Source: an optimization exercise on an open RTL-to-GDS flow (aim: small area, a short achievable clock period and few clock cycles per item). Production flows keep margins and buffers that such runs may drop. Power is estimated from default activity; no workload was simulated.

## oak
==> flow/design.v <==
`timescale 100ps / 100ps
`default_nettype none
module BESDPB #(
    parameter DATA_FILE = "",
    parameter ADDRESS_BITWIDTH = 16,
    parameter DATA_BITWIDTH = 32,
    parameter COLUMN_BITWIDTH = 8,
    parameter COLUMN_COUNT = DATA_BITWIDTH / COLUMN_BITWIDTH
) (
    input wire clk,
    input wire [COLUMN_COUNT-1:0] write_enable,
    input wire [ADDRESS_BITWIDTH-1:0] address,
    output wire [DATA_BITWIDTH-1:0] data_out,
    input wire [DATA_BITWIDTH-1:0] data_in
);
  reg [DATA_BITWIDTH-1:0] data[2**ADDRESS_BITWIDTH-1:0];
  assign data_out = data[address];
  always @(posedge clk) begin
    for (int i = 0; i < COLUMN_COUNT; i++) begin
      if (write_enable[i]) begin
        data[address][(i+1)*COLUMN_BITWIDTH-1-:COLUMN_BITWIDTH] <= data_in[(i+1)*COLUMN_BITWIDTH-1-:COLUMN_BITWIDTH];
      end
    end
  end
endmodule
`default_nettype wire
`default_nettype none
module Cache (
    input wire clk,
    input wire rst_n,
    input wire enable,
    input wire [31:0] address,
    output reg [31:0] data_out,
    output reg data_out_ready,
    input wire [31:0] data_in,
    input wire [3:0] write_enable,
    output reg busy,
    output reg br_cmd,
    output reg br_cmd_en,
    output wire [20:0] br_addr,
    output wire [63:0] br_wr_data,
    output wire [7:0] br_data_mask,
    input wire [63:0] br_rd_data,
    input wire br_rd_data_valid
);
  localparam COMMAND_DELAY_INTERVAL = 4'd13;
  reg [63:0] s0, s1, s2, s3;   
  reg [3:0] ph;   
  reg [15:0] tag;   
  reg valid;   
  reg dirty;   
  reg fill;   
  reg ack;   
  reg [7:0] wsel;   
  reg [3:0] cmd_cnt;   
  reg cmd_wait;   
  wire [15:0] a_tag = address[20:5];
  wire [1:0] a_beat = address[4:3];
  wire is_wr = |write_enable;
  wire req = enable && !ack;
  reg eq, live;
  wire tag_eq = live && eq;
  wire tag_hit = valid && tag_eq;
  wire [3:0] ph1 = {ph[2:0], ph[3]};   
  wire [3:0] ph2 = {ph[1:0], ph[3:2]};   
  wire beat_ok = is_wr ? ph2[a_beat] : ph1[a_beat];
  wire next_ok = !fill || br_rd_data_valid;
  wire last_beat = fill && br_rd_data_valid && ph[2];
  wire [63:0] ring_in = fill ? br_rd_data : s0;
  wire [63:0] s3_d;
  generate
    for (genvar b = 0; b < 8; b++) begin : merge
      assign s3_d[b*8+:8] = wsel[b] ? data_in[(b%4)*8+:8] : ring_in[b*8+:8];
    end
  endgenerate
  wire miss = req && live && !tag_hit && !fill && !cmd_wait;
  wire wb_go = miss && valid && dirty && ph[3];
  wire rd_go = miss && !(valid && dirty);
  wire ack_d = req && (valid || fill) && tag_eq && next_ok && beat_ok;
  always_ff @(posedge clk) begin
    s0 <= s1;
    s1 <= s2;
    s2 <= s3;
    s3 <= s3_d;
    data_out <= address[2] ? s3_d[63:32] : s3_d[31:0];
    br_cmd <= wb_go;
    eq <= rd_go || tag == a_tag;
    if (rd_go) tag <= a_tag;
    if (rd_go) ph <= 4'b1000;
    else if (next_ok) ph <= ph1;
  end
  always_ff @(posedge clk, negedge rst_n) begin
    if (!rst_n) begin
      valid <= 0;
      dirty <= 0;
      fill <= 0;
      ack <= 0;
      live <= 0;
      wsel <= 0;
      data_out_ready <= 0;
      busy <= 1;
      br_cmd_en <= 0;
      cmd_cnt <= 0;
      cmd_wait <= 0;
    end else begin
      br_cmd_en <= wb_go || rd_go;
      if (wb_go || rd_go) begin
        cmd_cnt <= COMMAND_DELAY_INTERVAL;
        cmd_wait <= 1;
      end else if (cmd_wait) begin
        cmd_cnt <= cmd_cnt - 4'd1;
        cmd_wait <= cmd_cnt != 4'd1;
      end
      if (wb_go) dirty <= 0;
      if (ack && is_wr) dirty <= 1;
      if (rd_go) begin
        valid <= 0;
        fill <= 1;
      end
      if (last_beat) begin
        fill <= 0;
        valid <= 1;
      end
      ack <= ack_d;
      live <= req && !ack_d;
      data_out_ready <= ack_d && !is_wr;
      busy <= !(ack_d && is_wr);
      for (int b = 0; b < 8; b++) wsel[b] <= ack_d && write_enable[b%4] && (address[2] == (b / 4));
    end
  end
  assign br_addr = {tag, 5'b0};
  assign br_wr_data = s3;
  assign br_data_mask = 8'b0;
endmodule
`default_nettype wire
export LEC_CHECK = 0
export CAP_MARGIN = 20
export CORE_MARGIN = 2
export CORE_UTILIZATION = 40
export CTS_CLUSTER_DIAMETER = 60
export CTS_CLUSTER_SIZE = 30
export SLEW_MARGIN = 20
create_clock -name core_clock -period 10.0 [get_ports {clk}]
standard.sh (not shown) runs the stock make flow with config.mk's settings and CLKGATE_MAP_FILE= SYNTH_SCRIPT=/design/flow/synth_recipe.tcl, a recipe that flattens the netlist after the stock synthesis.
==> flow/flow/run.sh <==
#!/bin/bash
# Standard layout, with plain buffers (instead of the default delay buffers) on the ports
# and the given repair targets.
set -euo pipefail
export BUFFER_PORTS_ARGS="-buffer_cell sky130_fd_sc_hd__buf_1"
bash standard.sh  finish > standard_flow.log 2>&1
oak ended with every stage complete and zero timing, DRC or antenna violations.
The following lists how pine was set up differently from oak:
==> flow/design.v, changed modules only <==
module Cache (
    input wire clk,
    input wire rst_n,
    input wire enable,
    input wire [31:0] address,
    output reg [31:0] data_out,
    output reg data_out_ready,
    input wire [31:0] data_in,
    input wire [3:0] write_enable,
    output reg busy,
    output reg br_cmd,
    output reg br_cmd_en,
    output wire [20:0] br_addr,
    output wire [63:0] br_wr_data,
    output wire [7:0] br_data_mask,
    input wire [63:0] br_rd_data,
    input wire br_rd_data_valid
);
  localparam COMMAND_DELAY_INTERVAL = 4'd13;
  reg [63:0] s0, s1, s2, s3;   
  reg [3:0] ph;   
  reg [15:0] tag;   
  reg valid;   
  reg dirty;   
  reg fill;   
  reg ack;   
  reg [7:0] wsel;   
  reg [3:0] cmd_cnt;   
  reg cmd_wait;   
  wire [15:0] a_tag = address[20:5];
  wire [1:0] a_beat = address[4:3];
  wire is_wr = |write_enable;
  wire req = enable && !ack;
  wire tag_eq = tag == a_tag;
  wire tag_hit = valid && tag_eq;
  wire [3:0] ph1 = {ph[2:0], ph[3]};   
  wire [3:0] ph2 = {ph[1:0], ph[3:2]};   
  wire beat_ok = is_wr ? ph2[a_beat] : ph1[a_beat];
  wire next_ok = !fill || br_rd_data_valid;
  wire last_beat = fill && br_rd_data_valid && ph[2];
  wire [63:0] ring_in = fill ? br_rd_data : s0;
  wire [63:0] s3_d;
  generate
    for (genvar b = 0; b < 8; b++) begin : merge
      assign s3_d[b*8+:8] = wsel[b] ? data_in[(b%4)*8+:8] : ring_in[b*8+:8];
    end
  endgenerate
  wire miss = req && !tag_hit && !fill && !cmd_wait;
  wire wb_go = miss && valid && dirty && ph[3];
  wire rd_go = miss && !(valid && dirty);
  wire ack_d = req && (valid || fill) && tag_eq && next_ok && beat_ok;
  always_ff @(posedge clk) begin
    s0 <= s1;
    s1 <= s2;
    s2 <= s3;
    s3 <= s3_d;
    data_out <= address[2] ? s3_d[63:32] : s3_d[31:0];
    br_cmd <= wb_go;
    data_out_ready <= ack_d && !is_wr;
    busy <= !(ack_d && is_wr);
    for (int b = 0; b < 8; b++) wsel[b] <= ack_d && write_enable[b%4] && (address[2] == (b / 4));
    if (rd_go) tag <= a_tag;
    if (rd_go) ph <= 4'b1000;
    else if (next_ok) ph <= ph1;
  end
  always_ff @(posedge clk, negedge rst_n) begin
    if (!rst_n) begin
      valid <= 0;
      dirty <= 0;
      fill <= 0;
      ack <= 0;
      br_cmd_en <= 0;
      cmd_cnt <= 0;
      cmd_wait <= 0;
    end else begin
      br_cmd_en <= wb_go || rd_go;
      if (wb_go || rd_go) begin
        cmd_cnt <= COMMAND_DELAY_INTERVAL;
        cmd_wait <= 1;
      end else if (cmd_wait) begin
        cmd_cnt <= cmd_cnt - 4'd1;
        cmd_wait <= cmd_cnt != 4'd1;
      end
      if (wb_go) dirty <= 0;
      if (ack && is_wr) dirty <= 1;
      if (rd_go) begin
        valid <= 0;
        fill <= 1;
      end
      if (last_beat) begin
        fill <= 0;
        valid <= 1;
      end
      ack <= ack_d;
    end
  end
  assign br_addr = {tag, 5'b0};
  assign br_wr_data = s3;
  assign br_data_mask = 8'b0;
endmodule
==> comparison <==
- The sequential share of layout area was comparable across pine and oak.
- Comparing oak with pine, the worst hold slack came out essentially unchanged.
- First-pass GRT wire length up 4.3% in pine wrt oak
- Fmax: pine below oak
- Side by side, areal power density over the cells turned out higher in pine than in oak.
- pine finished every step from synthesis to the final layout, and the layout passed the timing, design-rule and antenna checks.
- Design area is higher on oak
- Taking oak as the reference point, the core utilization of pine rises by 0.50 points.
- From oak to pine the numbers moved as follows: total vias in the final route saw a decrease, minimum setup slack in the final design saw a decrease, final-layout non-clock buffer area share stayed essentially flat.
- Going from oak to pine, die area has decreased, number of nets at the end of the flow decreased 5.
- Taking oak as the reference, in pine overall power consumption now sits higher, data arrival time of the critical path has increased.
No run of this note included a check of the RTL's function; only the layout flow was run.

run A:
Another version of the RTL of Cache (not shown whole).
Size: ~330 flip-flops, roughly 270 I/O pins.
// Cache
module Cache (
    input wire clk,
    input wire rst_n,
    input wire enable,
    input wire [31:0] address,
    output reg [31:0] data_out,
    output reg data_out_ready,
    input wire [31:0] data_in,
    input wire [3:0] write_enable,
    output reg busy,
    output reg br_cmd,
    output reg br_cmd_en,
    output wire [20:0] br_addr,
    output wire [63:0] br_wr_data,
    output wire [7:0] br_data_mask,
    input wire [63:0] br_rd_data,
    input wire br_rd_data_valid
);
==> module Cache, before the edit <==
module Cache (
    input wire clk,
    input wire rst_n,
    input wire enable,
    input wire [31:0] address,
    output reg [31:0] data_out,
    output reg data_out_ready,
    input wire [31:0] data_in,
    input wire [3:0] write_enable,
    output reg busy,
    output reg br_cmd,
    output reg br_cmd_en,
    output wire [20:0] br_addr,
    output wire [63:0] br_wr_data,
    output wire [7:0] br_data_mask,
    input wire [63:0] br_rd_data,
    input wire br_rd_data_valid
);
  localparam COMMAND_DELAY_INTERVAL = 4'd13;
  reg [63:0] s0, s1, s2, s3;   
  reg [1:0] pos;   
  reg [15:0] tag;   
  reg valid;   
  reg dirty;   
  reg fill;   
  reg ack;   
  reg [7:0] wsel;   
  reg [3:0] cmd_cnt;   
  wire [15:0] a_tag = address[20:5];
  wire [1:0] a_beat = address[4:3];
  wire is_wr = |write_enable;
  wire req = enable && !ack;
  wire tag_hit = valid && tag == a_tag;
  wire [1:0] next_s3 = pos + 2'd1;
  wire [1:0] next_in = pos + 2'd2;
  wire next_ok = !fill || br_rd_data_valid;
  wire last_beat = fill && br_rd_data_valid && pos == 2'd2;
  wire [63:0] ring_in = fill ? br_rd_data : s0;
  wire [63:0] s3_d;
  generate
    for (genvar b = 0; b < 8; b++) begin : merge
      assign s3_d[b*8+:8] = wsel[b] ? data_in[(b%4)*8+:8] : ring_in[b*8+:8];
    end
  endgenerate
  wire wb_go = req && !tag_hit && valid && dirty && !fill && cmd_cnt == 0 && pos == 2'd3;
  wire rd_go = req && !tag_hit && !(valid && dirty) && !fill && cmd_cnt == 0;
  always_ff @(posedge clk) begin
    s0 <= s1;
    s1 <= s2;
    s2 <= s3;
    s3 <= s3_d;
    data_out <= address[2] ? ring_in[63:32] : ring_in[31:0];
    br_cmd <= wb_go;
  end
  always_ff @(posedge clk) begin
    if (rd_go) tag <= a_tag;
    if (rd_go) pos <= 2'd3;
    else if (!fill || br_rd_data_valid) pos <= pos + 2'd1;
  end
  wire ack_d = req && (valid || fill) && tag == a_tag && next_ok &&
      (is_wr ? next_in : next_s3) == a_beat;
  always_ff @(posedge clk, negedge rst_n) begin
    if (!rst_n) begin
      valid <= 0;
      dirty <= 0;
      fill <= 0;
      ack <= 0;
      wsel <= 0;
      data_out_ready <= 0;
      busy <= 1;
      br_cmd_en <= 0;
      cmd_cnt <= 0;
    end else begin
      br_cmd_en <= wb_go || rd_go;
      if (wb_go || rd_go) cmd_cnt <= COMMAND_DELAY_INTERVAL;
      else if (cmd_cnt != 0) cmd_cnt <= cmd_cnt - 4'd1;
      if (wb_go) dirty <= 0;
      if (ack && is_wr) dirty <= 1;
      if (rd_go) begin
        valid <= 0;
        fill <= 1;
      end
      if (last_beat) begin
        fill <= 0;
        valid <= 1;
      end
      ack <= ack_d;
      data_out_ready <= ack_d && !is_wr;
      busy <= !(ack_d && is_wr);
      for (int b = 0; b < 8; b++) wsel[b] <= ack_d && write_enable[b%4] && (address[2] == (b / 4));
    end
  end
  assign br_addr = {tag, 5'b0};
  assign br_wr_data = s3;
  assign br_data_mask = 8'b0;
endmodule
Settings: LEC_CHECK=0, CAP_MARGIN=20, CORE_MARGIN=2, CORE_UTILIZATION=40, SLEW_MARGIN=20; clock period 10.0 ns.
Scripts as last shown in full above: flow/flow/run.sh
diff inputs: run A => run B
==> flow/design.v, changed modules only <==
module Cache (
    input wire clk,
    input wire rst_n,
    input wire enable,
    input wire [31:0] address,
    output reg [31:0] data_out,
    output reg data_out_ready,
    input wire [31:0] data_in,
    input wire [3:0] write_enable,
    output reg busy,
    output reg br_cmd,
    output reg br_cmd_en,
    output wire [20:0] br_addr,
    output wire [63:0] br_wr_data,
    output wire [7:0] br_data_mask,
    input wire [63:0] br_rd_data,
    input wire br_rd_data_valid
);
  localparam COMMAND_DELAY_INTERVAL = 4'd13;
  reg [63:0] s0, s1, s2, s3;   
  reg [3:0] ph;   
  reg [15:0] tag;   
  reg valid;   
  reg dirty;   
  reg fill;   
  reg ack;   
  reg [7:0] wsel;   
  reg [3:0] cmd_cnt;   
  reg cmd_wait;   
  wire [15:0] a_tag = address[20:5];
  wire [1:0] a_beat = address[4:3];
  wire is_wr = |write_enable;
  wire req = enable && !ack;
  wire tag_eq = tag == a_tag;
  wire tag_hit = valid && tag_eq;
  wire [3:0] ph1 = {ph[2:0], ph[3]};   
  wire [3:0] ph2 = {ph[1:0], ph[3:2]};   
  wire beat_ok = is_wr ? ph2[a_beat] : ph1[a_beat];
  wire next_ok = !fill || br_rd_data_valid;
  wire last_beat = fill && br_rd_data_valid && ph[2];
  wire [63:0] ring_in = fill ? br_rd_data : s0;
  wire [63:0] s3_d;
  generate
    for (genvar b = 0; b < 8; b++) begin : merge
      assign s3_d[b*8+:8] = wsel[b] ? data_in[(b%4)*8+:8] : ring_in[b*8+:8];
    end
  endgenerate
  wire miss = req && !tag_hit && !fill && !cmd_wait;
  wire wb_go = miss && valid && dirty && ph[3];
  wire rd_go = miss && !(valid && dirty);
  wire ack_d = req && (valid || fill) && tag_eq && next_ok && beat_ok;
  always_ff @(posedge clk) begin
    s0 <= s1;
    s1 <= s2;
    s2 <= s3;
    s3 <= s3_d;
    data_out <= address[2] ? ring_in[63:32] : ring_in[31:0];
    br_cmd <= wb_go;
    if (rd_go) tag <= a_tag;
    if (rd_go) ph <= 4'b1000;
    else if (next_ok) ph <= ph1;
  end
  always_ff @(posedge clk, negedge rst_n) begin
    if (!rst_n) begin
      valid <= 0;
      dirty <= 0;
      fill <= 0;
      ack <= 0;
      wsel <= 0;
      data_out_ready <= 0;
      busy <= 1;
      br_cmd_en <= 0;
      cmd_cnt <= 0;
      cmd_wait <= 0;
    end else begin
      br_cmd_en <= wb_go || rd_go;
      if (wb_go || rd_go) begin
        cmd_cnt <= COMMAND_DELAY_INTERVAL;
        cmd_wait <= 1;
      end else if (cmd_wait) begin
        cmd_cnt <= cmd_cnt - 4'd1;
        cmd_wait <= cmd_cnt != 4'd1;
      end
      if (wb_go) dirty <= 0;
      if (ack && is_wr) dirty <= 1;
      if (rd_go) begin
        valid <= 0;
        fill <= 1;
      end
      if (last_beat) begin
        fill <= 0;
        valid <= 1;
      end
      ack <= ack_d;
      data_out_ready <= ack_d && !is_wr;
      busy <= !(ack_d && is_wr);
      for (int b = 0; b < 8; b++) wsel[b] <= ack_d && write_enable[b%4] && (address[2] == (b / 4));
    end
  end
  assign br_addr = {tag, 5'b0};
  assign br_wr_data = s3;
  assign br_data_mask = 8'b0;
endmodule
Notes after the runs:
- Run A → run B: met2 track demand over resource in global routing picked up an extra 1.1 points; design area now sits higher; total global routing overflow now sits at about the same level; CTS sink count saw an increase; routed wire length climbed about 2.6%.
- Summary of run B over run A: number of cells produced by synthesis now sits higher; clock period minus worst slack now sits higher; synthesized area now sits higher; clock network fraction of design power now sits higher.
- Clock network contribution to total cell area: run B > run A
- Compared with run A, run B instantiates a larger number of standard cells.
No functional check of the RTL was part of any run of this note.

static timing again, ports no longer ideal:
In the flow no input, the clock included, has a driving cell. The finished layouts below were timed again as built, in two steps. Step 1: set_driving_cell puts a clkbuf_16 on clk and a buf_2 on each other input, an assumption about the parent block. Step 2, shift: input delay + t, output delay - t, t = (earliest + latest rising clock arrival at the registers) / 2. This alone moves slack from input paths to output paths. a / b / c = ideal / step 1 / step 2; a / b = the first two.
run	t (ns)	slack for setup (ns)	worst setup path at the end
oak	0.562	6.656 / 6.670 / 6.108	input to register
pine	0.552	6.420 / 6.439 / 5.887	input to register
run A	0.584	6.619 / 6.640 / 6.056	input to register
run B	0.532	6.366 / 6.391 / 5.859	input to register
After both steps setup and hold are still met in every run listed. The setup slack of run A, which loses most, moves by +0.021 ns with the drivers and by -0.563 ns with both steps.
